Source: an optimization exercise on an open RTL-to-GDS flow (aim: small area). Production flows keep margins and buffers that such runs may drop. Function was checked by simulation only, so behaviour that the tests miss may differ from the original. Power figures rest on the tool's default switching activity, not on a simulated workload.

File: design.v
`timescale 1ns / 1ps
module pipeline_top(
    input         clk,
    input         reset,
    output [8:0]  imem_addr,
    input  [31:0] imem_rdata,
    output [7:0]  dmem_addr,
    input  [63:0] dmem_rdata,
    output [63:0] dmem_wdata,
    output        dmem_we
    );
    reg [63:0] r0, r1, r2, r3;    
    reg [3:0]  valid;             
    reg [3:0]  we;                
    reg [3:0]  hold;              
    reg [8:0] pc;
    always @(posedge clk or posedge reset)
        if (reset) pc <= 9'd0;
        else       pc <= pc + 9'd1;
    assign imem_addr = pc;
    wire [3:0] f_op    = imem_rdata[31:28];
    wire [1:0] f_ra    = imem_rdata[27:26];
    wire       f_load  = (f_op == 4'b1010);
    wire       f_store = (f_op == 4'b1011);
    wire       f_wreg  = ~(f_store | (f_op == 4'b1111));
    wire       f_mem   = f_load | f_store;
    wire [1:0] f_dst   = f_load ? f_ra : imem_rdata[23:22];
    wire [3:0] valid_next = valid | we;
    reg       d_mem, d_wreg;
    reg [3:0] d_nrsel;            
    reg [1:0] d_dst;
    reg [7:0] d_addr;
    always @(posedge clk or posedge reset)
        if (reset) begin
            d_mem  <= 1'b0;
            d_wreg <= 1'b0;
        end else begin
            d_mem  <= f_mem;
            d_wreg <= f_wreg;
        end
    always @(posedge clk) begin
        d_nrsel[0] <= ~(valid_next[0] & (f_ra == 2'd0));
        d_nrsel[1] <= ~(valid_next[1] & (f_ra == 2'd1));
        d_nrsel[2] <= ~(valid_next[2] & (f_ra == 2'd2));
        d_nrsel[3] <= ~(valid_next[3] & (f_ra == 2'd3));
        d_dst  <= f_dst;
        d_addr <= imem_rdata[21:14];
    end
    wire [63:0] p01 = ~(({64{d_nrsel[0]}} | r0) & ({64{d_nrsel[1]}} | r1));
    wire [63:0] p23 = ~(({64{d_nrsel[2]}} | r2) & ({64{d_nrsel[3]}} | r3));
    wire [63:0] rdata = p01 | p23;
    reg        e_mem, e_wreg;
    reg [1:0]  e_dst;
    reg [7:0]  e_addr;
    reg [63:0] e_val;
    always @(posedge clk or posedge reset)
        if (reset) begin
            e_mem  <= 1'b0;
            e_wreg <= 1'b0;
        end else begin
            e_mem  <= d_mem;
            e_wreg <= d_wreg;
        end
    always @(posedge clk) begin
        e_dst  <= d_dst;
        e_addr <= d_addr;
        e_val  <= rdata;
    end
    reg        m_mem, m_wreg;
    reg        m_load;
    reg [1:0]  m_dst;
    reg [7:0]  m_addr;
    reg [63:0] m_val;
    always @(posedge clk or posedge reset)
        if (reset) begin
            m_mem  <= 1'b0;
            m_wreg <= 1'b0;
        end else begin
            m_mem  <= e_mem;
            m_wreg <= e_wreg;
        end
    always @(posedge clk) begin
        m_load <= e_mem & e_wreg;
        m_dst  <= e_dst;
        m_addr <= e_addr;
        m_val  <= e_val;
    end
    assign dmem_we    = m_mem & ~m_wreg;
    assign dmem_addr  = m_addr;
    assign dmem_wdata = m_val;
    reg [63:0] w_nval;    
    wire [3:0] m_we;
    assign m_we[0] = m_wreg & (m_dst == 2'd0);
    assign m_we[1] = m_wreg & (m_dst == 2'd1);
    assign m_we[2] = m_wreg & (m_dst == 2'd2);
    assign m_we[3] = m_wreg & (m_dst == 2'd3);
    always @(posedge clk or posedge reset)
        if (reset) we <= 4'b0;
        else       we <= m_we;
    always @(posedge clk) begin
        hold  <= ~m_we;
        w_nval <= ~(m_load ? dmem_rdata : m_val);
    end
    always @(posedge clk or posedge reset)
        if (reset) valid <= 4'b0;
        else       valid <= valid_next;
    always @(posedge clk) begin
        r0 <= ({64{we[0]}} & w_nval) | ({64{hold[0]}} & r0);
        r1 <= ({64{we[1]}} & w_nval) | ({64{hold[1]}} & r1);
        r2 <= ({64{we[2]}} & w_nval) | ({64{hold[2]}} & r2);
        r3 <= ({64{we[3]}} & w_nval) | ({64{hold[3]}} & r3);
    end
endmodule
File: flow/downsize.tcl
# Swap every standard cell of the synthesized netlist to the smallest drive
# strength of the same cell, before placement; the flow's own repair steps
# then size up or buffer only where slew, capacitance or timing need it.
set odb $::env(DOWNSIZE_ODB)
read_db $odb
set db [ord::get_db]
set block [ord::get_db_block]
set masters {}
foreach lib [$db getLibs] {
  foreach m [$lib getMasters] {
    dict set masters [$m getName] $m
  }
}
set dont_use [split $::env(DONT_USE_CELLS)]
set n 0
foreach inst [$block getInsts] {
  set m [$inst getMaster]
  set name [$m getName]
  if {![regexp {^(sky130_fd_sc_hd__[a-z0-9]+)_([0-9]+)$} $name -> base drv]} { continue }
  if {[string match *tap* $base] || [string match *fill* $base] || [string match *decap* $base]} { continue }
  set best $m
  set best_area [expr {[$m getWidth] * [$m getHeight]}]
  dict for {cand cm} $masters {
    if {![regexp "^${base}_\[0-9\]+\$" $cand]} { continue }
    if {[lsearch -exact $dont_use $cand] >= 0} { continue }
    set a [expr {[$cm getWidth] * [$cm getHeight]}]
    if {$a < $best_area} { set best $cm; set best_area $a }
  }
  if {$best ne $m} {
    $inst swapMaster $best
    incr n
  }
}
puts "downsize: swapped $n instances"
write_db $odb
File: standard.sh
#!/bin/bash
# synth_recipe.tcl (not shown) runs the flow's synth.tcl, then flattens the netlist and writes it again
# the make line also repeats each setting of config.mk as NAME=value (left out here)
make -C /OpenROAD-flow-scripts/flow DESIGN_CONFIG=/design/flow/config.mk WORK_HOME=/design/flow/orfs CLKGATE_MAP_FILE= SYNTH_SCRIPT=/design/flow/synth_recipe.tcl "${@:-finish}"
File: constraint.sdc
create_clock -name core_clock -period 5.0 [get_ports {clk}]
set_input_delay 1.0000 -clock core_clock [delete_from_list [all_inputs] [get_ports {clk}]]
set_output_delay 1.0000 -clock core_clock [all_outputs]
set_load 0.01 [all_outputs]
File: config.mk
export PLATFORM = sky130hd
export DESIGN_NAME = pipeline_top
export DESIGN_NICKNAME = pipeline_top
export VERILOG_FILES = /design/flow/design.v
export SDC_FILE = /design/flow/constraint.sdc
export NUM_CORES = 4
export LEC_CHECK = 0
export CAP_MARGIN = 20
export CORE_MARGIN = 2
export CORE_UTILIZATION = 40
export SLEW_MARGIN = 20
File: flow/run.sh
#!/bin/bash
# Standard ORFS layout (standard.sh) in two parts: after the floorplan, every
# cell is swapped to its smallest drive strength (flow/downsize.tcl), so that
# the later repair steps size up only where needed.  Ports are buffered by the
# smallest buffer and the clock tree is built from small clock buffers.
set -euo pipefail
ARGS=(BUFFER_PORTS_ARGS="-buffer_cell sky130_fd_sc_hd__buf_1"
      CTS_ARGS="-sink_clustering_enable -repair_clock_nets -dont_use_dummy_load -buf_list sky130_fd_sc_hd__clkbuf_4 -sink_clustering_size 10 -sink_clustering_max_diameter 50" )
bash standard.sh "${ARGS[@]}" floorplan > standard_floorplan.log 2>&1
DOWNSIZE_ODB=orfs/results/$FLOW_PLATFORM/pipeline_top/base/2_floorplan.odb \
DONT_USE_CELLS="$(make -s -C $FLOW_HOME DESIGN_CONFIG=$PWD/config.mk print-DONT_USE_CELLS 2>/dev/null | sed 's/^DONT_USE_CELLS = //')" \
  openroad -no_init -exit flow/downsize.tcl > downsize.log 2>&1
bash standard.sh "${ARGS[@]}" finish > standard_finish.log 2>&1
==> results of run 1 <==
[logic make-up after synthesis]
| logic type | Yosys count | share of synthesized area (%) |
|---|---|---|
| flops | 510 | 67.4 |
| compound gates | 384 | 22.0 |
| buf+inv | 98 | 4.67 |
| mux | 66 | 4.33 |
| simple gates | 29 | 1.13 |
| xor+xnor | 7 | 0.400 |
| fa+ha+maj | 1 | 0.0817 |
[cells in the mapped netlist (all sizes together)]
master,count,area (µm²)
nor2,4,15.0
and2,1,6.26
inv,7,26.3
nand4,1,6.26
or3b,1,8.76
o221ai,64,561
nor3,2,20.0
mux2,2,22.5
xnor2,3,26.3
o22a,64,561
buf,86,668
ha,1,12.5
or2,5,31.3
xor2,4,35.0
dfxtp,487,9750
nor2b,1,6.26
clkbuf,5,21.3
nand3b,3,22.5
and3,1,6.26
mux2i,64,641
nand2,4,15.0
nand3,6,35.0
a22o,256,2240
dfrtp,23,576
[worst max path at each step]
stage | start | endpoint | slack [ps] | depth (start not counted)
finish | m_wreg | dmem_we | 2420 | 2
global route | m_wreg | dmem_we | 2300 | 2
CTS | m_wreg | dmem_we | 2280 | 2
detailed placement | d_nrsel[3] | e_val[56] | 3030 | 3
global placement | d_nrsel[3] | e_val[8] | 3050 | 3
floorplan | imem_rdata[31] | d_dst[0] | 3350 | 3
[flip-flops by register name, summed over array words and instances (netlist names), 4 cells and up]
| name | flops |
|---|---|
| m_addr | 8 |
| r1 | 64 |
| valid | 4 |
| w_nval | 64 |
| r3 | 64 |
| r2 | 64 |
| r0 | 64 |
| e_val | 64 |
| d_addr | 8 |
| we | 4 |
| m_val | 64 |
| pc | 9 |
| hold | 4 |
| d_nrsel | 4 |
| e_addr | 8 |
[routing by layer]
| metal | track usage [%] | part of all wire [%] | up-vias |
|---|---|---|---|
| li1 | - | - | 4443 |
| met1 | 25.2 | 48 | 4653 |
| met2 | 26.6 | 44 | 270 |
| met3 | 3.53 | 5.5 | 70 |
| met4 | 7.38 | 2.7 | 0 |
| met5 | 0 | 0 | - |
[cells in the final DEF (no fill, tap or decap), drive strengths merged, types with 5 or more instances in the layout]
master	instances
or2	5
buf	176
clkbuf	58
o22a	64
mux2i	64
nand3	6
dfxtp	487
o221ai	64
inv	7
a22o	256
dfrtp	23
[worst max-delay path, delay by kind of cell, from the launching register on]
family / cells / cell delay [ps]
buffers and inverters: 1 / 220
and+or+nand+nor: 1 / 130
DFF: 1 / 420
[metrics by stage]
stage,instances,power (mW)
final,1750,8.55
after global placement,1691,6.82
after detailed placement,1691,6.86
after CTS,1749,8.64
after global routing,1750,9.05
after floorplan,1095,6.44
[cell type report]
type	instances	area (µm²)	area share [%]
clock buffer	58	435	2.65
antenna	1	2.50	0.0152
tap	511	639	3.90
sequential	510	10300	63.0
timing repair buffer	176	709	4.32
multi-input combinational	487	4260	25.9
inverter	7	26.3	0.160
[where the power goes]
group / internal (mW) / switching (mW) / total (mW)
Clock: 0.530 / 1.22 / 1.75
Combinational: 0.642 / 0.433 / 1.07
Sequential: 5.06 / 0.657 / 5.72
==> run_results.csv, run 1 <==
group,metric,value,unit
run_status,status,"timing/DRC/antenna clean",
cts,ctsResizeCount,0,
worst_setup_path,rrSetupSlack,2970,ps
min_path,min_from,"imem_rdata[20]",
floorplan,die_w,200,µm
floorplan,io_pins,180,
routing,wl_per_cell,19.9,µm
worst_setup_path,required,4000,ps
cells_and_area,nets,1339,
worst_setup_path,crit_arrival,1580,ps
timing,timing.fmax,388,MHz
routing,routed_via_density,5.39,
synthesis,syn_area,15300,µm²
timing,fin_tns_setup,0,ps
worst_setup_path,slowest_delay,420,ps
cts,clock_path_buffers,3,
worst_setup_path,critPathCaptureType,"primary output",
floorplan,die_y,200,µm
synthesis,synth.avg_cell_area,14.0,µm²
placement,port_buffers,163,
grt,overflow,0,
run,drv_cap,0,
routing,remaining_drc_errors,0,
placement,routabilityCongestion,0.697,
worst_setup_path,critical_path.max_fanout,5,
grt,grt_pass1_wl,55000,µm
synthesis,yosys_warnings,1,
timing,slew_viol_final,0,
timing,fin_crit_sh,51.5,%
grt,grt_usage,17.8,%
pwr,p_per_area,521,nW/µm²
grt,antenna_found_initial,1,
cts,cts_root_buffer,"clkbuf_4",
placement,dpl_cell_area,16000,µm²
timing,hold_viol,0,
pwr,p_leak,6.62,nW
routing,ant_nets,0,
floorplan,start_util,40.7,%
timing,fin_ws,2420,ps
synthesis,synth_cell_types,28,
cells_and_area,final_layout_size_suffix_gt1_share,6.79,%
routing,drt_iter0_drc,561,
worst_setup_path,path_cells,"nor2b_1, buf_1",
worst_setup_path,worst_setup_path_start_kind,"flip-flop",
cts,cts.clk_slew.worst_paths,100,ps
pwr,peakVddDrop,0.000237,V
timing,worst_pin_slew,1140,ps
cts,cts_buffers,58,
cts,h-tree-depth,2,
cells_and_area,stdcell_area,16400,µm²
grt,grt_pass1_vias,9821,
worst_setup_path,critical_path_class,"flip-flop to primary output",
timing,max-slew-margin-rel,23.9,%
synthesis,synth_fp_nets,1194,
routing,vias,9436,
cts,clkLatencyLatePin,810,ps
cells_and_area,area_growth,7.19,%
cells_and_area,postLayoutCoreUtil,43.6,%
grt,grt_max_degree,56,
worst_setup_path,reg2reg_to,"e_val[56]",
floorplan,dieArea,39900,µm²
routing,dr.pass1.iters,4,
min_path,holdPathStages,1,
timing,setup_violations,0,
synthesis,ys_seq_area_share,67.4,%
timing,fin_crit,2580,ps
floorplan,coreArea,37700,µm²
min_path,worstHoldEndpoint,"d_addr[6]",
placement,post-place-ws,3030,ps
synthesis,ys_seq_elements,510,
worst_setup_path,timing.rr.start,"d_nrsel[2]",
cts,cts_sinks,510,
floorplan,rows,71,
timing,holdWs,283,ps
cts,cts_hold_buf,0,
routing,wirelength,34900,µm
cells_and_area,fillers,3503,
synthesis,synth_cells,1095,
worst_setup_path,r2r_cells,3,
cts,tritoncts,"done",
min_path,hp-class,"input pin to flip-flop",
timing,grt_setup_unrepaired,"no",
placement,dp_hpwl,18400,µm
cts,cts_post_setup_buffers_inserted,0,
worst_setup_path,cpMaxStageDelayCell,"dfrtp_1",
timing,fin_worst_skew,43.5,ps
==> inputs of run 2 (changes only) <==
--- a/design.v
+++ b/design.v
@@ -67,7 +67,6 @@
         e_val  <= rdata;
     end
     reg        m_mem, m_wreg;
-    reg        m_load;
     reg [1:0]  m_dst;
     reg [7:0]  m_addr;
     reg [63:0] m_val;
@@ -80,11 +79,11 @@
             m_wreg <= e_wreg;
         end
     always @(posedge clk) begin
-        m_load <= e_mem & e_wreg;
         m_dst  <= e_dst;
         m_addr <= e_addr;
         m_val  <= e_val;
     end
+    wire   m_load     = m_mem & m_wreg;
     assign dmem_we    = m_mem & ~m_wreg;
     assign dmem_addr  = m_addr;
     assign dmem_wdata = m_val;
--- a/flow/run.sh
+++ b/flow/run.sh
@@ -8,6 +8,5 @@
       CTS_ARGS="-sink_clustering_enable -repair_clock_nets -dont_use_dummy_load -buf_list sky130_fd_sc_hd__clkbuf_4 -sink_clustering_size 10 -sink_clustering_max_diameter 50" )
 bash standard.sh "${ARGS[@]}" floorplan > standard_floorplan.log 2>&1
 DOWNSIZE_ODB=orfs/results/$FLOW_PLATFORM/pipeline_top/base/2_floorplan.odb \
-DONT_USE_CELLS="$(make -s -C $FLOW_HOME DESIGN_CONFIG=$PWD/config.mk print-DONT_USE_CELLS 2>/dev/null | sed 's/^DONT_USE_CELLS = //')" \
   openroad -no_init -exit flow/downsize.tcl > downsize.log 2>&1
 bash standard.sh "${ARGS[@]}" finish > standard_finish.log 2>&1
--- a/flow/downsize.tcl
+++ b/flow/downsize.tcl
@@ -11,7 +11,6 @@
     dict set masters [$m getName] $m
   }
 }
-set dont_use [split $::env(DONT_USE_CELLS)]
 set n 0
 foreach inst [$block getInsts] {
   set m [$inst getMaster]
@@ -22,7 +21,7 @@
   set best_area [expr {[$m getWidth] * [$m getHeight]}]
   dict for {cand cm} $masters {
     if {![regexp "^${base}_\[0-9\]+\$" $cand]} { continue }
-    if {[lsearch -exact $dont_use $cand] >= 0} { continue }
+    if {[string match *lpflow* $cand] || [string match *probe* $cand]} { continue }
     set a [expr {[$cm getWidth] * [$cm getHeight]}]
     if {$a < $best_area} { set best $cm; set best_area $a }
   }
==> run 2 against run 1 <==
  * Sequential share of layout area decreased by 0.082 points
  * Global-route usage grew 0.073 points
  * Non-clock buffer count stayed put
  * Die area shrank 1.1%
  * Clock skew increased by 17 ps
  * Cell count grew 0.11%
  * Cell area about the same
  * Critical endpoint unchanged
  * Largest cell class unchanged
  * Highest routed layer unchanged
==> run_results.csv, run 2 <==
group,metric,value,unit
run_status,status,"timing/DRC/antenna clean",
cells_and_area,final_layout_size_suffix_gt1_share,6.80,%
grt,grt_max_degree,56,
synthesis,ys_seq_area_share,68.1,%
synthesis,yosys_warnings,1,
synthesis,synth_fp_nets,1193,
timing,fin_tns_setup,0,ps
timing,hold_viol,0,
worst_setup_path,required,4000,ps
grt,met2_usage,26.9,%
placement,dp_hpwl,18300,µm
grt,grt_pass1_vias,9518,
synthesis,synth_cell_types,28,
cts,clock_path_buffers,3,
routing,wl_per_cell,20.1,µm
floorplan,coreArea,37500,µm²
floorplan,die_y,199,µm
synthesis,syn_area,15100,µm²
synthesis,synth_top_area_share,64.3,%
synthesis,synth_most_common_cell,"dfxtp_1",
timing,worst_pin_slew,960,ps
routing,routed_via_density,5.37,
grt,antenna_found_initial,2,
floorplan,die_w,199,µm
placement,dpl_cell_area,16000,µm²
synthesis,yosys.area.top_type,"dfxtp_1",
worst_setup_path,worst_setup_path_start_kind,"flip-flop",
grt,use_met1,25.6,%
synthesis,synth_cells,1094,
placement,port_buffers,163,
grt,grt_util_met3,4.22,%
worst_setup_path,crit_arrival,1550,ps
synthesis,synth_commonest_cells,"dfxtp_1, a22o_1, buf_2",
floorplan,io_pins,180,
routing,wirelength,35100,µm
floorplan,rows,71,
worst_setup_path,critical_path_class,"flip-flop to primary output",
routing,remaining_drc_errors,0,
worst_setup_path,critPathCaptureType,"primary output",
timing,max-slew-margin-rel,36.0,%
cells_and_area,stdcell_area,16400,µm²
cts,ctsResizeCount,0,
cells_and_area,final_common_cell,"dfxtp_1",
grt,overflow,0,
timing,fin_crit,2550,ps
run,drv_cap,0,
grt,busiest_layer,"met2",
grt,grt_usage,17.9,%
routing,vias,9405,
floorplan,dieArea,39400,µm²
placement,routabilityCongestion,0.695,
cts,cts_hold_buf,0,
cells_and_area,final_cell_mix,"dfxtp_1, a22o_1, buf_1",
cts,cts.clk_slew.worst_paths,100,ps
synthesis,synth-edff-count,0,
synthesis,synth.area.top_cells,"dfxtp_1, a22o_1, mux2i_1, dfrtp_1, o221ai_1",
cts,cts_buffers,57,
worst_setup_path,critical_path.max_fanout,6,
cts,cts_root_buffer,"clkbuf_4",
cts,clkLatencyLatePin,820,ps
floorplan,start_util,40.4,%
timing,timing.fmax,392,MHz
cells_and_area,area_growth,8.34,%
grt,grt_pass1_wl,54700,µm
timing,slew_viol_final,0,
timing,fin_crit_sh,51.0,%
pwr,p_per_area,521,nW/µm²
synthesis,ys_seq_elements,509,
pwr,peakVddDrop,0.000225,V
timing,setup_violations,0,
cells_and_area,postLayoutCoreUtil,43.7,%
cts,cts_post_setup_buffers_inserted,0,
synthesis,synth.avg_cell_area,13.8,µm²
routing,drt_iter0_drc,551,
cells_and_area,nets,1337,
timing,grt_setup_unrepaired,"no",
routing,dr.pass1.iters,4,
pwr,p_leak,7.03,nW
cts,cts_sinks,509,
cts,tritoncts,"done",
min_path,hp-class,"input pin to flip-flop",
synthesis,synth-main-ff-cell,"dfxtp_1",
pwr,power,8.54,mW
routing,ant_nets,0,
cts,h-tree-depth,2,
timing,fin_worst_skew,61.0,ps
synthesis,synth-async-reset-ratio,4.52,%
==> run 2: changes by cell type after synthesis, sizes merged <==
cell	delta
and2	-1
buf	-11
clkbuf	+11
dfxtp	-1
nand2	+1
==> run 2: layer usage <==
metal  part of all wire [%]  routed length (µm)  up-vias
met2                     44               15300      281
li1                       -                   -     4435
met3                    5.8                2030       57
met1                     49               17200     4632
met4                    1.9                 660        0
met5                      0                   0        -
==> run 2: area by class of cell <==
type                    count  area (µm²)
clock buffers              57         428
repair buffers            176         709
multi-input cells         487        4260
inverters                   7        26.3
diodes                      5        12.5
flip-flops and latches    509       10300
well taps                 511         639
fillers                  3455       21100
==> run 2: critical path, stage by stage (launching register included) <==
cell,delay (ps)
dfrtp_1,460
nor2b_1,140
buf_1,190
==> run 2: through the flow <==
step	std cells	setup slack (ps)	hold slack, ps
after detailed placement	1690	2980	312
after global routing	1749	2290	171
after CTS	1747	2360	189
final	1752	2450	278
after floorplan	1094	3310	310
after global placement	1690	3010	310
==> run 2: report_power, final <==
| group | total, mW | internal [mW] | leakage (nW) | switching [mW] |
|---|---|---|---|---|
| registers | 5.70 | 5.05 | 4.35 | 0.647 |
| logic | 1.09 | 0.645 | 2.41 | 0.446 |
| clock network | 1.75 | 0.522 | 0.262 | 1.23 |
| total | 8.54 | 6.22 | 7.03 | 2.32 |
==> run 2: path summary, 6_finish.rpt <==
kind | cells past startpoint | to | from | slack (ps)
min | 1 | d_addr[3] | imem_rdata[17] | 280
max reg2reg | 3 | e_val[10] | d_nrsel[3] | 2970
max | 2 | dmem_we | m_wreg | 2450
min in group asynchronous | 2 | valid[2] | reset | 360
min reg2reg | 0 | m_val[60] | e_val[60] | 300
max in group asynchronous | 2 | we[0] | reset | 4030
==> run 2: kinds of logic (layout without fill, tap and decap cells) <==
group,count (synthesis),in the layout,synth area share (%)
flops,509,509,68.1
other cells,0,5,0
mux,66,66,4.38
simple gates,29,29,1.17
buf+inv,98,240,3.66
fa+ha+maj,1,1,0.0827
xor+xnor,7,7,0.405
compound gates,384,384,22.2
==> inputs of run 3 (changes only) <==
--- a/design.v
+++ b/design.v
@@ -67,6 +67,7 @@
         e_val  <= rdata;
     end
     reg        m_mem, m_wreg;
+    reg        m_load;
     reg [1:0]  m_dst;
     reg [7:0]  m_addr;
     reg [63:0] m_val;
@@ -79,11 +80,11 @@
             m_wreg <= e_wreg;
         end
     always @(posedge clk) begin
+        m_load <= e_mem & e_wreg;
         m_dst  <= e_dst;
         m_addr <= e_addr;
         m_val  <= e_val;
     end
-    wire   m_load     = m_mem & m_wreg;
     assign dmem_we    = m_mem & ~m_wreg;
     assign dmem_addr  = m_addr;
     assign dmem_wdata = m_val;
--- a/flow/run.sh
+++ b/flow/run.sh
@@ -5,7 +5,7 @@
 # smallest buffer and the clock tree is built from small clock buffers.
 set -euo pipefail
 ARGS=(BUFFER_PORTS_ARGS="-buffer_cell sky130_fd_sc_hd__buf_1"
-      CTS_ARGS="-sink_clustering_enable -repair_clock_nets -dont_use_dummy_load -buf_list sky130_fd_sc_hd__clkbuf_4 -sink_clustering_size 10 -sink_clustering_max_diameter 50" )
+      CTS_ARGS="-sink_clustering_enable -repair_clock_nets -dont_use_dummy_load -buf_list sky130_fd_sc_hd__clkbuf_8 -sink_clustering_size 20 -sink_clustering_max_diameter 50" )
 bash standard.sh "${ARGS[@]}" floorplan > standard_floorplan.log 2>&1
 DOWNSIZE_ODB=orfs/results/$FLOW_PLATFORM/pipeline_top/base/2_floorplan.odb \
   openroad -no_init -exit flow/downsize.tcl > downsize.log 2>&1
==> run 3 against run 2 <==
  * Still clean
  * Routed wire length is 1.5% lower
  * Clock skew is 1.5 ps higher
  * Non-clock buffer count stayed put
  * Maximum frequency is 6.4% higher
  * Register-to-register slack hardly changed
  * Synthesized area is 1.2% higher
  * Count of clock-buffer cells in the layout is 16 lower
  * Worst setup slack better by 150 ps
  * Largest power group unchanged
==> run_results.csv, run 3 <==
group,metric,value,unit
run_status,status,"timing/DRC/antenna clean",
floorplan,coreArea,37700,µm²
cells_and_area,diodes,0,
cts,cts_post_setup_buffers_inserted,0,
timing,hold_viol,0,
placement,port_buffers,163,
cts,cts_sinks,510,
timing,setup_violations,0,
synthesis,synth_simple_gate_area_share,1.13,%
synthesis,synth_xor_area_share,0.400,%
cells_and_area,nets,1322,
synthesis,post_synth_mux_area_share,4.33,%
timing,fin_worst_skew,62.5,ps
floorplan,die_y,200,µm
synthesis,syn_area,15300,µm²
timing,worst_pin_slew,1150,ps
min_path,min_from,"e_val[2]",
synthesis,synth-async-reset-ratio,4.51,%
synthesis,ys_seq_elements,510,
pwr,power.internal,6.44,mW
worst_setup_path,crit_path_start,"m_wreg",
routing,wl_per_cell,20.0,µm
grt,grt_pass1_vias,9590,
synthesis,synth_top_family_by_area,"compound AO/OA/AOI/OAI gates",
timing,fin_tns_setup,0,ps
synthesis,synth_cells,1095,
synthesis,synth_fp_nets,1194,
synthesis,synth_compound_area_share,22.0,%
cells_and_area,final_common_cell,"dfxtp_1",
worst_setup_path,critical_path_class,"flip-flop to primary output",
routing,remaining_drc_errors,0,
synthesis,synthAdderAreaFrac,0.0817,%
floorplan,dieArea,39900,µm²
synthesis,synth_most_common_cell,"dfxtp_1",
run,drv_cap,0,
grt,busiest_layer,"met2",
cts,clock_path_buffers,3,
routing,vias,9325,
pwr,peakVddDrop,0.000236,V
placement,dpl_cell_area,16000,µm²
worst_setup_path,timing.rr.start,"d_nrsel[3]",
cts,cts_root_buffer,"clkbuf_8",
pwr,p_sw_share,26.3,%
worst_setup_path,critical_path.max_fanout,5,
routing,ant_nets,0,
grt,antenna_found_initial,0,
synthesis,yosys_warnings,1,
floorplan,die_w,200,µm
cts,cts.clk_slew.worst_paths,120,ps
placement,dp_hpwl,18400,µm
synthesis,yosys.area.top_type,"dfxtp_1",
synthesis,ys_seq_area_share,67.4,%
pwr,seqPwrFrac,65.4,%
synthesis,synth.area.top_cells,"dfxtp_1, a22o_1, mux2i_1, dfrtp_1, o221ai_1",
worst_setup_path,critPathCaptureType,"primary output",
pwr,p_per_area,528,nW/µm²
grt,grt_max_degree,56,
grt,met2_usage,26.3,%
synthesis,synth_top_area_share,63.7,%
cells_and_area,area_growth,8.02,%
pwr,pwr-share-clk,22.3,%
cells_and_area,final_layout_size_suffix_gt1_share,5.49,%
cells_and_area,postLayoutCoreUtil,43.9,%
pwr,switchingPower,2.30,mW
placement,post-place-ws,3030,ps
cts,tritoncts,"done",
cts,cts_hold_buf,0,
timing,holdWs,272,ps
timing,slew_viol_final,0,
cells_and_area,final_cell_mix,"dfxtp_1, a22o_1, buf_1",
grt,use_met1,25.4,%
routing,drt_iter0_drc,571,
worst_setup_path,worst_setup_path_start_kind,"flip-flop",
grt,grt_util_met3,3.07,%
timing,fin_ws,2600,ps
cts,ctsResizeCount,0,
synthesis,synth-edff-count,0,
timing,fin_crit,2400,ps
timing,fin_crit_sh,48.0,%
timing,timing.fmax,417,MHz
cts,cts_buffers,41,
floorplan,start_util,40.7,%
min_path,hp-class,"flip-flop to flip-flop",
grt,grt_usage,17.6,%
floorplan,io_pins,180,
grt,grt_pass1_wl,54400,µm
synthesis,synth_commonest_cells,"dfxtp_1, a22o_1, mux2i_1, o221ai_1, o22a_1",
cells_and_area,stdcell_area,16500,µm²
worst_setup_path,crit_arrival,1400,ps
synthesis,synth_cell_types,28,
worst_setup_path,required,4000,ps
floorplan,rows,71,
pwr,p_comb_share,12.3,%
timing,grt_setup_unrepaired,"no",
grt,overflow,0,
placement,routabilityCongestion,0.697,
routing,dr.pass1.iters,5,
cts,h-tree-depth,2,
routing,routed_via_density,5.38,
routing,wirelength,34600,µm
pwr,p_leak,6.64,nW
cts,clkLatencyLatePin,610,ps
timing,max-slew-margin-rel,23.0,%
synthesis,synth-main-ff-cell,"dfxtp_1",
synthesis,synth.avg_cell_area,14.0,µm²
## run 3: changes by cell type in the layout (fill, tap and decap cells not counted), sizes merged
cell,change
and2,+1
clkbuf,-16
dfxtp,+1
diode,-5
nand2,-1
## run 3: kinds of logic (layout without fill, tap and decap cells)
family | Yosys count | in the layout
DFF | 510 | 510
xor gates and xnor gates | 7 | 7
muxes | 66 | 66
and+or+nand+nor | 29 | 29
buffers and inverters | 98 | 224
adders and majority gates | 1 | 1
AOI/OAI and AO/OA | 384 | 384
## run 3: layout make-up
cell class / count / area, µm²
fill: 3489 / 21100
sequential: 510 / 10300
multi-input combinational: 487 / 4260
timing repair buffer: 176 / 709
inverter: 7 / 26.3
tap: 511 / 639
clock buffer: 41 / 564
## run 3: critical path, stage by stage, from the launching register on
cell and delay, ps:
dfrtp_1 430, nor2b_1 130, buf_1 230
## run 3: path summary, 6_finish.rpt
| path | end | depth (start not counted) | slack, ps |
|---|---|---|---|
| max | dmem_we | 2 | 2600 |
| min | m_val[2] | 0 | 270 |
| max reg2reg | e_val[56] | 3 | 2970 |
| min reg2reg | m_val[2] | 0 | 270 |
| max in group asynchronous | pc[0] | 2 | 3880 |
| min in group asynchronous | valid[0] | 2 | 530 |
## run 3: power by group through the flow
| stage | Clock [mW] | Combinational [mW] | Sequential [mW] |
|---|---|---|---|
| after floorplan | 0 | 0.830 | 5.61 |
| after global placement | 0 | 1.06 | 5.76 |
| after detailed placement | 0 | 1.08 | 5.78 |
| after CTS | 2.03 | 1.09 | 5.71 |
| after global routing | 2.19 | 1.20 | 5.85 |
| final | 1.95 | 1.07 | 5.72 |
## run 3: metal layers
layer  vias to the layer above  routed length, µm
li1                       4379                  -
met1                      4618              17000
met2                       267              14800
met3                        61               1890
met4                         0                867
met5                         -                  0
## run 3: metrics by stage
| stage | instances | power [mW] |
|---|---|---|
| 4_1_cts | 1732 | 8.83 |
| 2_1_floorplan | 1095 | 6.44 |
| 3_3_place_gp | 1691 | 6.82 |
| 6_report | 1732 | 8.74 |
| 3_5_place_dp | 1691 | 6.86 |
| 5_1_grt | 1732 | 9.23 |
==> inputs of run 4 (changes only) <==
--- a/flow/run.sh
+++ b/flow/run.sh
@@ -5,7 +5,7 @@
 # smallest buffer and the clock tree is built from small clock buffers.
 set -euo pipefail
 ARGS=(BUFFER_PORTS_ARGS="-buffer_cell sky130_fd_sc_hd__buf_1"
-      CTS_ARGS="-sink_clustering_enable -repair_clock_nets -dont_use_dummy_load -buf_list sky130_fd_sc_hd__clkbuf_8 -sink_clustering_size 20 -sink_clustering_max_diameter 50" )
+      CTS_ARGS="-sink_clustering_enable -repair_clock_nets -dont_use_dummy_load -buf_list sky130_fd_sc_hd__clkbuf_4 -sink_clustering_size 11 -sink_clustering_max_diameter 45" )
 bash standard.sh "${ARGS[@]}" floorplan > standard_floorplan.log 2>&1
 DOWNSIZE_ODB=orfs/results/$FLOW_PLATFORM/pipeline_top/base/2_floorplan.odb \
   openroad -no_init -exit flow/downsize.tcl > downsize.log 2>&1
==> run 4 against run 3 <==
  * Still clean on timing, DRC and antenna
  * Clock skew shrank 21 ps
  * Sequential share of layout area grew 0.53 points
  * Sequential cell count is the same
  * First-iteration DRC count shrank 10%
  * Power shrank 2.7%
  * Via count grew 0.77%
  * Synthesized area is the same
  * Register-to-register slack is essentially flat
  * Clock power shrank 12%
  * Highest routed layer unchanged
==> run_results.csv, run 4 <==
group,metric,value,unit
grt,met2_usage,26.6,%
cts,cts.clk_slew.worst_paths,110,ps
synthesis,synth-async-reset-ratio,4.51,%
cts,cts_buffers,55,
cells_and_area,final_common_cell,"dfxtp_1",
routing,remaining_drc_errors,0,
run_status,status,"timing/DRC/antenna clean",
pwr,p_per_area,519,nW/µm²
timing,timing.fmax,387,MHz
cts,clkLatencyLatePin,800,ps
synthesis,synth_fp_nets,1194,
worst_setup_path,crit_family,"flip-flops",
synthesis,ys_seq_area_share,67.4,%
floorplan,io_pins,180,
cells_and_area,stdcell_area,16400,µm²
timing,grt_setup_unrepaired,"no",
synthesis,synth-edff-count,0,
timing,fin_worst_skew,41.6,ps
cts,cts_sinks,510,
synthesis,synth_top_area_share,63.7,%
worst_setup_path,critical_path.max_fanout,5,
synthesis,ys_seq_elements,510,
run,drv_cap,0,
synthesis,synth-main-ff-cell,"dfxtp_1",
timing,hold_viol,0,
cells_and_area,final_layout_size_suffix_gt1_share,6.56,%
routing,wl_per_cell,19.9,µm
pwr,peakVddDrop,0.000272,V
grt,grt_max_degree,56,
timing,fin_crit,2580,ps
floorplan,rows,71,
synthesis,synth.area.top_cells,"dfxtp_1, a22o_1, mux2i_1, dfrtp_1, o221ai_1",
worst_setup_path,critical_path_class,"flip-flop to primary output",
synthesis,yosys_warnings,1,
floorplan,die_y,200,µm
cts,clock_path_buffers,3,
grt,busiest_layer,"met2",
min_path,hp-class,"input pin to flip-flop",
grt,grt_pass1_wl,54800,µm
grt,overflow,0,
grt,grt_pass1_vias,9738,
cts,cts_root_buffer,"clkbuf_4",
placement,port_buffers,163,
synthesis,syn_area,15300,µm²
synthesis,synth_most_common_cell,"dfxtp_1",
routing,ant_nets,0,
worst_setup_path,path_buf_inv,1,
timing,max-slew-margin-rel,23.9,%
placement,routabilityCongestion,0.697,
floorplan,coreArea,37700,µm²
worst_setup_path,worst_setup_path_start_kind,"flip-flop",
worst_setup_path,crit_arrival,1580,ps
timing,worst_pin_slew,1140,ps
routing,routed_via_density,5.37,
placement,dp_hpwl,18400,µm
cells_and_area,nets,1336,
floorplan,die_w,200,µm
floorplan,start_util,40.7,%
cells_and_area,final_cell_mix,"dfxtp_1, a22o_1, buf_1",
timing,slew_viol_final,0,
routing,drt_iter0_drc,513,
cells_and_area,area_growth,7.11,%
grt,grt_util_met3,4.05,%
timing,fin_tns_setup,0,ps
grt,use_met1,25.3,%
cts,tritoncts,"done",
synthesis,synth_cells,1095,
grt,grt_usage,17.8,%
routing,wirelength,34800,µm
timing,fin_crit_sh,51.7,%
worst_setup_path,slowest_delay,430,ps
synthesis,synth_commonest_cells,"dfxtp_1, a22o_1, mux2i_1, o221ai_1, o22a_1",
pwr,p_leak,6.60,nW
grt,antenna_found_initial,2,
worst_setup_path,path_cells,"nor2b_1, buf_1",
cts,cts_hold_buf,0,
worst_setup_path,cpMaxStageDelayCell,"dfrtp_1",
routing,vias,9397,
placement,dpl_cell_area,16000,µm²
synthesis,synth.avg_cell_area,14.0,µm²
cts,ctsResizeCount,0,
timing,setup_violations,0,
synthesis,yosys.area.top_type,"dfxtp_1",
worst_setup_path,critPathCaptureType,"primary output",
floorplan,dieArea,39900,µm²
synthesis,synth_cell_types,28,
cts,cts_post_setup_buffers_inserted,0,
worst_setup_path,required,4000,ps
cts,h-tree-depth,2,
routing,dr.pass1.iters,4,
[run 4: cell counts after synthesis]
No cell type changed its count.
[run 4: layout make-up]
class	instances	area, µm²
repair buffers	176	709
clock buffers	55	413
diodes	5	12.5
multi-input cells	487	4260
well taps	511	639
flip-flops and latches	510	10300
fillers	3509	21300
inverters	7	26.3
[run 4: kinds of logic after synthesis]
family                   after synthesis  share of synthesized area, %
flip-flops                           510                          67.4
multiplexers                          66                          4.33
buffers and inverters                 98                          4.67
XOR/XNOR                               7                         0.400
AO/OA/AOI/OAI                        384                          22.0
AND/OR/NAND/NOR                       29                          1.13
adder cells (fa/ha/maj)                1                        0.0817
[run 4: final timing paths]
check | start | to | slack, ps | depth (start not counted)
worst max-delay path | m_wreg | dmem_we | 2420 | 2
worst min-delay path | imem_rdata[21] | d_addr[7] | 280 | 1
worst max register to register | d_nrsel[2] | e_val[56] | 2980 | 3
worst min register to register | e_val[20] | m_val[20] | 320 | 0
max in group asynchronous | reset | we[0] | 4050 | 2
min in group asynchronous | reset | pc[7] | 350 | 2
[run 4: metrics by stage]
step / hold WS (ps) / instances / setup WS (ps) / util, % / total power, mW
after floorplan: 310 / 1095 / 3350 / - / 6.44
after global placement: 311 / 1691 / 3050 / 42.4 / 6.82
after detailed placement: 312 / 1691 / 3030 / 42.4 / 6.86
after CTS: 184 / 1746 / 2290 / 43.5 / 8.60
after global routing: 175 / 1751 / 2260 / 43.5 / 9.01
final: 282 / 1751 / 2420 / 43.5 / 8.50
[run 4: routing by layer]
metal / routed length [µm] / vias to the layer above
met1: 17100 / 4639
met5: 0 / -
met2: 15100 / 258
met4: 721 / 0
met3: 1860 / 58
li1: - / 4442
[run 4: where the power goes]
part / internal (mW) / switching (mW) / leakage (nW)
combinational: 0.642 / 0.433 / 1.99
sequential: 5.06 / 0.657 / 4.36
clock: 0.505 / 1.21 / 0.253
total: 6.21 / 2.30 / 6.60
[run 4: worst register-to-register path, delay by kind of cell, from the launching register on]
family	cells	cell delay [ps]
compound gates	2	330
buf+inv	1	570
flops	1	920
==> inputs of run 5 (changes only) <==
--- a/design.v
+++ b/design.v
@@ -67,7 +67,6 @@
         e_val  <= rdata;
     end
     reg        m_mem, m_wreg;
-    reg        m_load;
     reg [1:0]  m_dst;
     reg [7:0]  m_addr;
     reg [63:0] m_val;
@@ -80,11 +79,11 @@
             m_wreg <= e_wreg;
         end
     always @(posedge clk) begin
-        m_load <= e_mem & e_wreg;
         m_dst  <= e_dst;
         m_addr <= e_addr;
         m_val  <= e_val;
     end
+    wire   m_load     = m_mem & m_wreg;
     assign dmem_we    = m_mem & ~m_wreg;
     assign dmem_addr  = m_addr;
     assign dmem_wdata = m_val;
--- a/flow/run.sh
+++ b/flow/run.sh
@@ -5,7 +5,7 @@
 # smallest buffer and the clock tree is built from small clock buffers.
 set -euo pipefail
 ARGS=(BUFFER_PORTS_ARGS="-buffer_cell sky130_fd_sc_hd__buf_1"
-      CTS_ARGS="-sink_clustering_enable -repair_clock_nets -dont_use_dummy_load -buf_list sky130_fd_sc_hd__clkbuf_4 -sink_clustering_size 11 -sink_clustering_max_diameter 45" )
+      CTS_ARGS="-sink_clustering_enable -repair_clock_nets -dont_use_dummy_load -buf_list sky130_fd_sc_hd__clkbuf_4 -sink_clustering_size 12 -sink_clustering_max_diameter 40" )
 bash standard.sh "${ARGS[@]}" floorplan > standard_floorplan.log 2>&1
 DOWNSIZE_ODB=orfs/results/$FLOW_PLATFORM/pipeline_top/base/2_floorplan.odb \
   openroad -no_init -exit flow/downsize.tcl > downsize.log 2>&1
--- a/config.mk
+++ b/config.mk
@@ -7,5 +7,5 @@
 export LEC_CHECK = 0
 export CAP_MARGIN = 20
 export CORE_MARGIN = 2
-export CORE_UTILIZATION = 40
+export CORE_UTILIZATION = 60
 export SLEW_MARGIN = 20
==> run 5 against run 4 <==
  * Utilization increased by 21 points
  * Cell area shrank 1.7%
  * Worst setup slack gained 80 ps
  * Critical path depth did not move
  * Count of clock-buffer cells in the layout is 3 lower
  * Still clean
  * Non-clock buffer count unchanged
  * Maximum frequency increased by 3.2%
  * Synthesized cell count is essentially flat
  * Global-route usage up 6.9 points
  * First-iteration DRC count up 57%
  * Critical path type unchanged
  * Hold slack better by 33 ps
==> run_results.csv, run 5 <==
group,metric,value,unit
run_status,status,"timing/DRC/antenna clean",
placement,routabilityCongestion,0.703,
pwr,p_per_area,521,nW/µm²
pwr,power,8.40,mW
cells_and_area,final_cell_mix,"dfxtp_1, a22o_1, buf_1",
grt,grt_pass1_wl,51800,µm
synthesis,synth_cell_types,28,
timing,fin_crit,2500,ps
timing,fin_ws,2500,ps
floorplan,coreArea,25000,µm²
placement,post-place-ws,2930,ps
min_path,hp-class,"flip-flop to flip-flop",
cts,cts_root_buffer,"clkbuf_4",
synthesis,synth_fp_nets,1193,
grt,grt_pass1_vias,9542,
cts,cts_hold_buf,0,
timing,fin_crit_sh,50.1,%
routing,ant_nets,0,
worst_setup_path,worst_setup_path_start_kind,"flip-flop",
placement,port_buffers,163,
pwr,seqPwrFrac,67.5,%
pwr,switchingPower,2.23,mW
cts,cts.clk_slew.worst_paths,110,ps
cells_and_area,fillers,1938,
cts,clkLatencyLatePin,700,ps
synthesis,synth_top_area_share,64.3,%
pwr,p_leak,7.01,nW
run,drv_cap,0,
timing,timing.fmax,399,MHz
synthesis,syn_area,15100,µm²
pwr,power.internal,6.18,mW
synthesis,synth_commonest_cells,"dfxtp_1, a22o_1, buf_2",
synthesis,synth-async-reset-ratio,4.52,%
worst_setup_path,rrSetupSlack,2940,ps
worst_setup_path,r2r_cells,3,
synthesis,synth.avg_cell_area,13.8,µm²
cts,clock_path_buffers,3,
timing,hold_viol,0,
routing,dr.pass1.iters,5,
synthesis,synth-edff-count,0,
worst_setup_path,reg2reg_to,"w_nval[63]",
timing,slew_viol_final,0,
worst_setup_path,timing.rr.start,"m_wreg",
synthesis,yosys_warnings,1,
routing,routed_via_density,6.07,
floorplan,die_w,163,µm
placement,dpl_cell_area,15700,µm²
worst_setup_path,critical_path_class,"flip-flop to primary output",
grt,grt_max_degree,54,
synthesis,synth.area.top_cells,"dfxtp_1, a22o_1, mux2i_1, dfrtp_1, o221ai_1",
timing,worst_pin_slew,865,ps
synthesis,ys_seq_elements,509,
worst_setup_path,crit_path_start,"m_wreg",
placement,place_inst,1509,
cells_and_area,final_layout_size_suffix_gt1_share,6.42,%
floorplan,die_y,163,µm
routing,drt_iter0_drc,803,
synthesis,yosys.area.top_type,"dfxtp_1",
grt,overflow,0,
cts,cts_buffers,52,
floorplan,dieArea,26500,µm²
floorplan,io_pins,180,
synthesis,ys_seq_area_share,68.1,%
placement,dp_hpwl,17200,µm
worst_setup_path,critPathCaptureType,"primary output",
cells_and_area,postLayoutCoreUtil,64.6,%
cells_and_area,area_growth,6.55,%
timing,fin_worst_skew,46.8,ps
floorplan,rows,58,
cts,tritoncts,"done",
cts,ctsResizeCount,0,
cells_and_area,final-instance-count-excl-fill,1563,
worst_setup_path,required,4000,ps
cells_and_area,nets,1332,
pwr,p_sw_share,26.5,%
cts,h-tree-depth,2,
cts,cts_post_setup_buffers_inserted,0,
timing,grt_setup_unrepaired,"no",
min_path,holdPathStages,0,
floorplan,start_util,60.6,%
routing,wl_per_cell,20.8,µm
timing,fin_tns_setup,0,ps
synthesis,synth_most_common_cell,"dfxtp_1",
pwr,pwr-share-clk,19.5,%
grt,antenna_found_initial,2,
pwr,p_comb_share,13.0,%
routing,wirelength,32500,µm
grt,grt_usage,24.6,%
routing,vias,9490,
min_path,min_from,"e_val[38]",
synthesis,synth_cells,1094,
cells_and_area,stdcell_area,16100,µm²
synthesis,synth-main-ff-cell,"dfxtp_1",
worst_setup_path,crit_path_end,"dmem_we",
timing,setup_violations,0,
pwr,peakVddDrop,0.000311,V
cts,cts_sinks,509,
cells_and_area,final_common_cell,"dfxtp_1",
timing,holdWs,316,ps
worst_setup_path,critical_path.max_fanout,6,
worst_setup_path,crit_arrival,1500,ps
timing,max-slew-margin-rel,42.3,%
routing,remaining_drc_errors,0,
-- run 5: logic make-up (layout without fill, tap and decap cells) --
family                     after synthesis  in the layout  synth area share [%]
DFF                                    509            509                  68.1
adders and majority gates                1              1                0.0827
other                                    0              2                     0
xor gates and xnor gates                 7              7                 0.405
and+or+nand+nor                         29             29                  1.17
muxes                                   66             66                  4.38
buffers and inverters                   98            235                  3.66
AOI/OAI and AO/OA                      384            384                  22.2
-- run 5: power groups by stage --
stage	Clock, mW	Sequential, mW	Combinational, mW
CTS	1.70	5.66	1.10
global placement	0	5.72	1.07
global route	1.86	5.79	1.21
finish	1.64	5.68	1.09
detailed placement	0	5.74	1.09
floorplan	0	5.60	0.814
-- run 5: how the worst min path moves through the flow --
stage                     end
floorplan           e_addr[0]
global placement    e_addr[0]
detailed placement   m_val[6]
CTS                 m_val[38]
global route        m_val[38]
finish              m_val[38]
-- run 5: cell type report --
type | count | area (µm²) | share of cell area, %
Timing Repair Buffer | 176 | 709 | 4.40
Sequential cell | 509 | 10300 | 64.0
Inverter | 7 | 26.3 | 0.163
Tap cell | 330 | 413 | 2.56
Clock buffer | 52 | 390 | 2.42
Antenna cell | 2 | 5.00 | 0.0310
Multi-Input combinational cell | 487 | 4260 | 26.4
-- run 5: routing by layer --
layer / GRT usage [%] / vias up / share of wire, %
li1: - / 4426 / -
met1: 35.8 / 4689 / 48
met2: 37.9 / 311 / 44
met3: 4.13 / 64 / 5.9
met4: 7.68 / 0 / 1.9
met5: 0 / - / 0
-- run 5: critical path: stages (launching register included) --
cell and delay (ps):
dfrtp_1 480, nor2b_1 160, buf_1 180
==> inputs of run 6 (changes only) <==
--- a/flow/run.sh
+++ b/flow/run.sh
@@ -5,7 +5,7 @@
 # smallest buffer and the clock tree is built from small clock buffers.
 set -euo pipefail
 ARGS=(BUFFER_PORTS_ARGS="-buffer_cell sky130_fd_sc_hd__buf_1"
-      CTS_ARGS="-sink_clustering_enable -repair_clock_nets -dont_use_dummy_load -buf_list sky130_fd_sc_hd__clkbuf_4 -sink_clustering_size 12 -sink_clustering_max_diameter 40" )
+      CTS_ARGS="-sink_clustering_enable -repair_clock_nets -dont_use_dummy_load -buf_list sky130_fd_sc_hd__clkbuf_4 -sink_clustering_size 10 -sink_clustering_max_diameter 40" )
 bash standard.sh "${ARGS[@]}" floorplan > standard_floorplan.log 2>&1
 DOWNSIZE_ODB=orfs/results/$FLOW_PLATFORM/pipeline_top/base/2_floorplan.odb \
   openroad -no_init -exit flow/downsize.tcl > downsize.log 2>&1
==> run 6 against run 5 <==
  * Count of clock-buffer cells in the layout is 6 higher
  * Combinational power barely moved
  * Synthesized area stayed put
  * Hold slack got worse by 36 ps
  * Non-clock buffer count unchanged
  * Clock power increased by 4%
  * Largest power group unchanged
  * Highest routed layer unchanged
==> run_results.csv, run 6 <==
group,metric,value,unit
pwr,p_per_area,525,nW/µm²
floorplan,rows,58,
routing,wirelength,32500,µm
synthesis,synth_top_area_share,64.3,%
timing,setup_violations,0,
run_status,status,"timing/DRC/antenna clean",
cells_and_area,fillers,1953,
min_path,holdPathStages,0,
timing,fin_tns_setup,0,ps
timing,max-slew-margin-rel,42.3,%
grt,grt_usage,24.7,%
cells_and_area,final_common_cell,"dfxtp_1",
synthesis,synth-main-ff-cell,"dfxtp_1",
grt,busiest_layer,"met2",
grt,grt_util_met3,4.18,%
cts,cts_sinks,509,
cells_and_area,final-instance-count-excl-fill,1569,
cts,ctsResizeCount,0,
grt,antenna_found_initial,2,
floorplan,coreArea,25000,µm²
timing,fin_crit,2510,ps
grt,met2_usage,37.8,%
min_path,hp-class,"flip-flop to flip-flop",
worst_setup_path,rrSetupSlack,2960,ps
timing,grt_setup_unrepaired,"no",
synthesis,synth_most_common_cell,"dfxtp_1",
routing,wl_per_cell,20.7,µm
grt,overflow,0,
cts,cts_hold_buf,0,
worst_setup_path,timing.rr.start,"m_wreg",
placement,dpl_cell_area,15700,µm²
cells_and_area,postLayoutCoreUtil,64.8,%
floorplan,start_util,60.6,%
routing,routed_via_density,6.07,
cells_and_area,final_layout_size_suffix_gt1_share,6.87,%
min_path,min_from,"d_addr[4]",
placement,dp_hpwl,17200,µm
synthesis,synth_cell_types,28,
timing,timing.fmax,399,MHz
grt,grt_max_degree,54,
cells_and_area,regArea,10300,µm²
synthesis,yosys.area.top_type,"dfxtp_1",
routing,remaining_drc_errors,0,
cts,tritoncts,"done",
floorplan,dieArea,26500,µm²
worst_setup_path,critical_path_class,"flip-flop to primary output",
synthesis,yosys_warnings,1,
placement,routabilityCongestion,0.703,
synthesis,synth_commonest_cells,"dfxtp_1, a22o_1, buf_2",
timing,fin_crit_sh,50.1,%
pwr,power,8.48,mW
min_path,worstHoldEndpoint,"e_addr[4]",
floorplan,die_y,163,µm
synthesis,synth_fp_nets,1193,
worst_setup_path,required,4000,ps
worst_setup_path,critPathCaptureType,"primary output",
cts,cts_post_setup_buffers_inserted,0,
cts,cts.clk_slew.worst_paths,100,ps
grt,use_met1,36.0,%
timing,worst_pin_slew,864,ps
worst_setup_path,reg2reg_to,"w_nval[32]",
cells_and_area,nets,1338,
routing,dr.pass1.iters,5,
placement,post-place-ws,2930,ps
cts,h-tree-depth,2,
worst_setup_path,crit_arrival,1510,ps
run,drv_cap,0,
worst_setup_path,r2r_cells,3,
cells_and_area,multi_input_area,4260,µm²
synthesis,ys_seq_elements,509,
routing,ant_nets,0,
routing,vias,9523,
synthesis,synth.avg_cell_area,13.8,µm²
timing,hold_viol,0,
timing,fin_ws,2490,ps
pwr,p_leak,7.03,nW
cts,cts_root_buffer,"clkbuf_4",
cells_and_area,final_cell_mix,"dfxtp_1, a22o_1, buf_1",
floorplan,io_pins,180,
grt,grt_pass1_wl,51900,µm
routing,drt_iter0_drc,648,
cts,cts_buffers,58,
timing,holdWs,280,ps
synthesis,synth-edff-count,0,
cts,clock_path_buffers,3,
grt,grt_pass1_vias,9583,
timing,fin_worst_skew,47.6,ps
cells_and_area,stdcell_area,16200,µm²
synthesis,synth_cells,1094,
placement,place_inst,1509,
timing,slew_viol_final,0,
cts,clkLatencyLatePin,690,ps
worst_setup_path,critical_path.max_fanout,6,
synthesis,synth.area.top_cells,"dfxtp_1, a22o_1, mux2i_1, dfrtp_1, o221ai_1",
placement,port_buffers,163,
pwr,peakVddDrop,0.000305,V
cells_and_area,area_growth,6.84,%
synthesis,ys_seq_area_share,68.1,%
worst_setup_path,worst_setup_path_start_kind,"flip-flop",
synthesis,syn_area,15100,µm²
floorplan,die_w,163,µm
synthesis,synth-async-reset-ratio,4.52,%
[run 6: cell counts after synthesis]
No cell type changed its count.
[run 6: per-layer routing]
| metal | up-vias | share of wire [%] |
|---|---|---|
| met5 | - | 0 |
| met4 | 0 | 1.8 |
| met3 | 54 | 6.3 |
| met2 | 335 | 44 |
| met1 | 4697 | 48 |
| li1 | 4437 | - |
[run 6: cell families (layout without fill, tap and decap cells)]
logic type	after synthesis	in the layout	synth area share, %
fa+ha+maj	1	1	0.0827
other cells	0	2	0
compound gates	384	384	22.2
xor+xnor	7	7	0.405
buf+inv	98	241	3.66
mux	66	66	4.38
simple gates	29	29	1.17
flops	509	509	68.1
[run 6: worst max-delay path by stage]
stage                     startpoint  cells after the start  slack (ps)         end
after global placement        m_wreg                      3        2990  w_nval[63]
after global routing          m_wreg                      2        2390     dmem_we
after detailed placement      m_wreg                      3        2930  w_nval[27]
after floorplan               m_wreg                      2        3310     dmem_we
after CTS                     m_wreg                      2        2440     dmem_we
final                         m_wreg                      2        2490     dmem_we
[run 6: layout make-up]
type                            instances  share of cell area [%]
Inverter                                7                   0.162
Clock buffer                           58                    2.69
Antenna cell                            2                  0.0309
Multi-Input combinational cell        487                    26.4
Tap cell                              330                    2.55
Sequential cell                       509                    63.8
Timing Repair Buffer                  176                    4.39
[run 6: where the power goes]
part	total, mW	switching [mW]	internal (mW)
Sequential	5.68	0.625	5.05
Combinational	1.09	0.447	0.645
Clock	1.71	1.18	0.532
[run 6: worst max-delay path, stage by stage (launching register included)]
cell,delay [ps]
dfrtp_1,470
nor2b_1,160
buf_1,180
==> inputs of run 7 (changes only) <==
--- a/flow/run.sh
+++ b/flow/run.sh
@@ -5,7 +5,7 @@
 # smallest buffer and the clock tree is built from small clock buffers.
 set -euo pipefail
 ARGS=(BUFFER_PORTS_ARGS="-buffer_cell sky130_fd_sc_hd__buf_1"
-      CTS_ARGS="-sink_clustering_enable -repair_clock_nets -dont_use_dummy_load -buf_list sky130_fd_sc_hd__clkbuf_4 -sink_clustering_size 10 -sink_clustering_max_diameter 40" )
+      CTS_ARGS="-sink_clustering_enable -repair_clock_nets -dont_use_dummy_load -buf_list sky130_fd_sc_hd__clkbuf_4 -sink_clustering_size 11 -sink_clustering_max_diameter 40" )
 bash standard.sh "${ARGS[@]}" floorplan > standard_floorplan.log 2>&1
 DOWNSIZE_ODB=orfs/results/$FLOW_PLATFORM/pipeline_top/base/2_floorplan.odb \
   openroad -no_init -exit flow/downsize.tcl > downsize.log 2>&1
--- a/config.mk
+++ b/config.mk
@@ -7,5 +7,6 @@
 export LEC_CHECK = 0
 export CAP_MARGIN = 20
 export CORE_MARGIN = 2
-export CORE_UTILIZATION = 60
+export CORE_UTILIZATION = 50
+export PLACE_DENSITY = 0.7
 export SLEW_MARGIN = 20
==> run 7 against run 6 <==
  * Still clean on timing, DRC and antenna
  * Count of clock-buffer cells in the layout shrank 3
  * Hold slack lost 17 ps
  * Via count shrank 0.64%
  * Critical path depth is the same
  * Power shrank 0.25%
  * Maximum frequency grew 1.5%
  * Synthesized area is the same
  * Sequential cell count is the same
  * Die area grew 19%
  * Critical path type unchanged
  * Critical endpoint unchanged
  * Largest cell class unchanged
==> run_results.csv, run 7 <==
group,metric,value,unit
run_status,status,"timing/DRC/antenna clean",
cts,clock_path_buffers,3,
placement,dpl_cell_area,15800,µm²
cells_and_area,fillers,2477,
placement,dp_hpwl,18000,µm
routing,routed_via_density,5.82,
placement,place_inst,1569,
cells_and_area,multi_input_area,4260,µm²
routing,drt_iter0_drc,854,
routing,wirelength,32900,µm
synthesis,ys_seq_elements,509,
floorplan,die_y,178,µm
cells_and_area,stdcell_area,16200,µm²
floorplan,io_pins,180,
cts,cts_sinks,509,
synthesis,synth-async-reset-ratio,4.52,%
timing,grt_setup_unrepaired,"no",
routing,dr.pass1.iters,5,
worst_setup_path,critical_path_class,"flip-flop to primary output",
cells_and_area,regArea,10300,µm²
cts,cts_buffers,55,
cells_and_area,final_layout_size_suffix_gt1_share,6.65,%
cts,cts_root_buffer,"clkbuf_4",
placement,port_buffers,163,
timing,hold_viol,0,
synthesis,synth_top_area_share,64.3,%
synthesis,yosys.area.top_type,"dfxtp_1",
cts,h-tree-depth,2,
timing,holdWs,263,ps
placement,post-place-ws,3010,ps
pwr,power.internal,6.20,mW
cts,tritoncts,"done",
floorplan,start_util,50.9,%
floorplan,coreArea,29700,µm²
run,drv_cap,0,
pwr,p_sw_share,26.7,%
timing,worst_pin_slew,866,ps
cts,cts_post_setup_buffers_inserted,0,
timing,max-slew-margin-rel,42.2,%
synthesis,syn_area,15100,µm²
timing,fin_tns_setup,0,ps
timing,fin_crit,2470,ps
timing,slew_viol_final,0,
synthesis,ys_seq_area_share,68.1,%
timing,fin_crit_sh,49.4,%
timing,fin_worst_skew,77.3,ps
worst_setup_path,worst_setup_path_start_kind,"flip-flop",
worst_setup_path,critPathCaptureType,"primary output",
synthesis,synth_cell_types,28,
synthesis,synth_cells,1094,
floorplan,die_w,178,µm
placement,routabilityCongestion,0.706,
cts,ctsResizeCount,0,
floorplan,rows,63,
synthesis,yosys_warnings,1,
routing,wl_per_cell,20.2,µm
routing,ant_nets,0,
pwr,seqPwrFrac,67.4,%
pwr,pwr-share-clk,19.8,%
cells_and_area,final_cell_mix,"dfxtp_1, a22o_1, buf_1",
worst_setup_path,crit_arrival,1470,ps
synthesis,synth_fp_nets,1193,
cts,cts_hold_buf,0,
timing,setup_violations,0,
cells_and_area,final_common_cell,"dfxtp_1",
min_path,hp-class,"flip-flop to flip-flop",
timing,fin_ws,2530,ps
pwr,peakVddDrop,0.000197,V
routing,vias,9462,
synthesis,synth-main-ff-cell,"dfxtp_1",
pwr,p_leak,7.02,nW
grt,grt_pass1_wl,51900,µm
pwr,p_per_area,522,nW/µm²
synthesis,synth.avg_cell_area,13.8,µm²
floorplan,dieArea,31700,µm²
cells_and_area,final-instance-count-excl-fill,1625,
grt,grt_pass1_vias,9567,
grt,grt_max_degree,51,
grt,grt_usage,20.6,%
pwr,p_comb_share,12.9,%
worst_setup_path,critical_path.max_fanout,6,
grt,antenna_found_initial,1,
synthesis,synth_most_common_cell,"dfxtp_1",
routing,remaining_drc_errors,0,
synthesis,synth.area.top_cells,"dfxtp_1, a22o_1, mux2i_1, dfrtp_1, o221ai_1",
cts,clkLatencyLatePin,740,ps
pwr,switchingPower,2.26,mW
cells_and_area,area_growth,7.18,%
grt,overflow,0,
cells_and_area,nets,1335,
synthesis,synth_commonest_cells,"dfxtp_1, a22o_1, buf_2",
worst_setup_path,required,4000,ps
cts,cts.clk_slew.worst_paths,110,ps
synthesis,synth-edff-count,0,
timing,timing.fmax,405,MHz
==> run 7: layout make-up <==
cell class	instances	share of cell area, %
flip-flops and latches	509	63.6
inverters	7	0.162
multi-input cells	487	26.3
well taps	390	3.01
clock buffers	55	2.55
repair buffers	176	4.37
diodes	1	0.0154
==> run 7: through the flow <==
stage	util, %	power (mW)
5_1_grt	54.6	8.90
3_3_place_gp	53.2	6.79
3_5_place_dp	53.2	6.85
2_1_floorplan	-	6.41
4_1_cts	54.6	8.53
6_report	54.6	8.46
==> run 7: logic make-up after synthesis <==
group | share of synthesized area, %
adder cells (fa/ha/maj) | 0.0827
buffers and inverters | 3.66
flip-flops | 68.1
multiplexers | 4.38
AND/OR/NAND/NOR | 1.17
XOR/XNOR | 0.405
AO/OA/AOI/OAI | 22.2
==> run 7: layer usage <==
layer	wire length (µm)	track usage (%)	vias to the layer above
met1	15700	29.6	4650
li1	-	-	4431
met4	648	6.39	0
met2	14600	31.6	324
met3	1920	3.71	57
met5	0	0	-
==> run 7: power by group through the flow <==
stage,Combinational (mW),Sequential (mW),Clock (mW)
5_1_grt,1.20,5.82,1.89
2_1_floorplan,0.814,5.60,0
3_3_place_gp,1.06,5.73,0
3_5_place_dp,1.09,5.76,0
4_1_cts,1.10,5.69,1.74
6_report,1.09,5.70,1.67
==> run 7: worst paths after layout <==
path / from / endpoint / slack (ps) / cells past startpoint
worst max-delay path: m_wreg / dmem_we / 2530 / 2
worst min-delay path: e_val[60] / m_val[60] / 260 / 0
worst max register to register: m_wreg / w_nval[54] / 2980 / 3
worst min register to register: e_val[60] / m_val[60] / 260 / 0
max in group asynchronous: reset / we[0] / 3940 / 2
min in group asynchronous: reset / we[1] / 410 / 2
==> run 7: critical path: stages, from the launching register on <==
cell and delay, ps:
dfrtp_1 460, nor2b_1 140, buf_1 190

==> static timing again, ports no longer ideal <==
The results above use ideal ports. As a check the final layouts listed here were re-extracted and re-timed, cells and wires unchanged. Step 1 (the two cells are an assumption about what drives the block):
set clk [get_ports {clk}]
set_driving_cell -lib_cell sky130_fd_sc_hd__clkbuf_16 $clk
set_driving_cell -lib_cell sky130_fd_sc_hd__buf_2 [delete_from_list [all_inputs] $clk]
Step 2 moves the port delays by t, midway between the first and last clock arrival at a register: inputs arrive t later, outputs are due t later. That takes back most of the time a late clock gives input paths. Three values: ideal, step 1, step 2; two values: the first two.
run | shift t [ns] | setup WS [ns] | worst setup path at the end | latest minus earliest clock arrival (ns) | slew at the worst register clock pin (ns)
run 1 | 0.829 | 2.424 / 2.379 / 2.974 | register to register | 0.053 / 0.054 | 0.11 / 0.11
run 2 | 0.831 | 2.448 / 2.404 / 2.968 | register to register | 0.061 / 0.061 | 0.11 / 0.11
run 3 | 0.632 | 2.601 / 2.557 / 2.972 | register to register | 0.076 / 0.076 | 0.12 / 0.12
run 4 | 0.823 | 2.416 / 2.371 / 2.983 | register to register | 0.055 / 0.056 | 0.12 / 0.12
run 5 | 0.726 | 2.497 / 2.453 / 2.940 | register to register | 0.057 / 0.057 | 0.12 / 0.12
run 6 | 0.717 | 2.493 / 2.451 / 2.960 | register to register | 0.061 / 0.061 | 0.11 / 0.11
run 7 | 0.723 | 2.530 / 2.485 / 2.977 | register to register | 0.116 / 0.116 | 0.12 / 0.12
After both steps setup and hold are still met in every run listed.
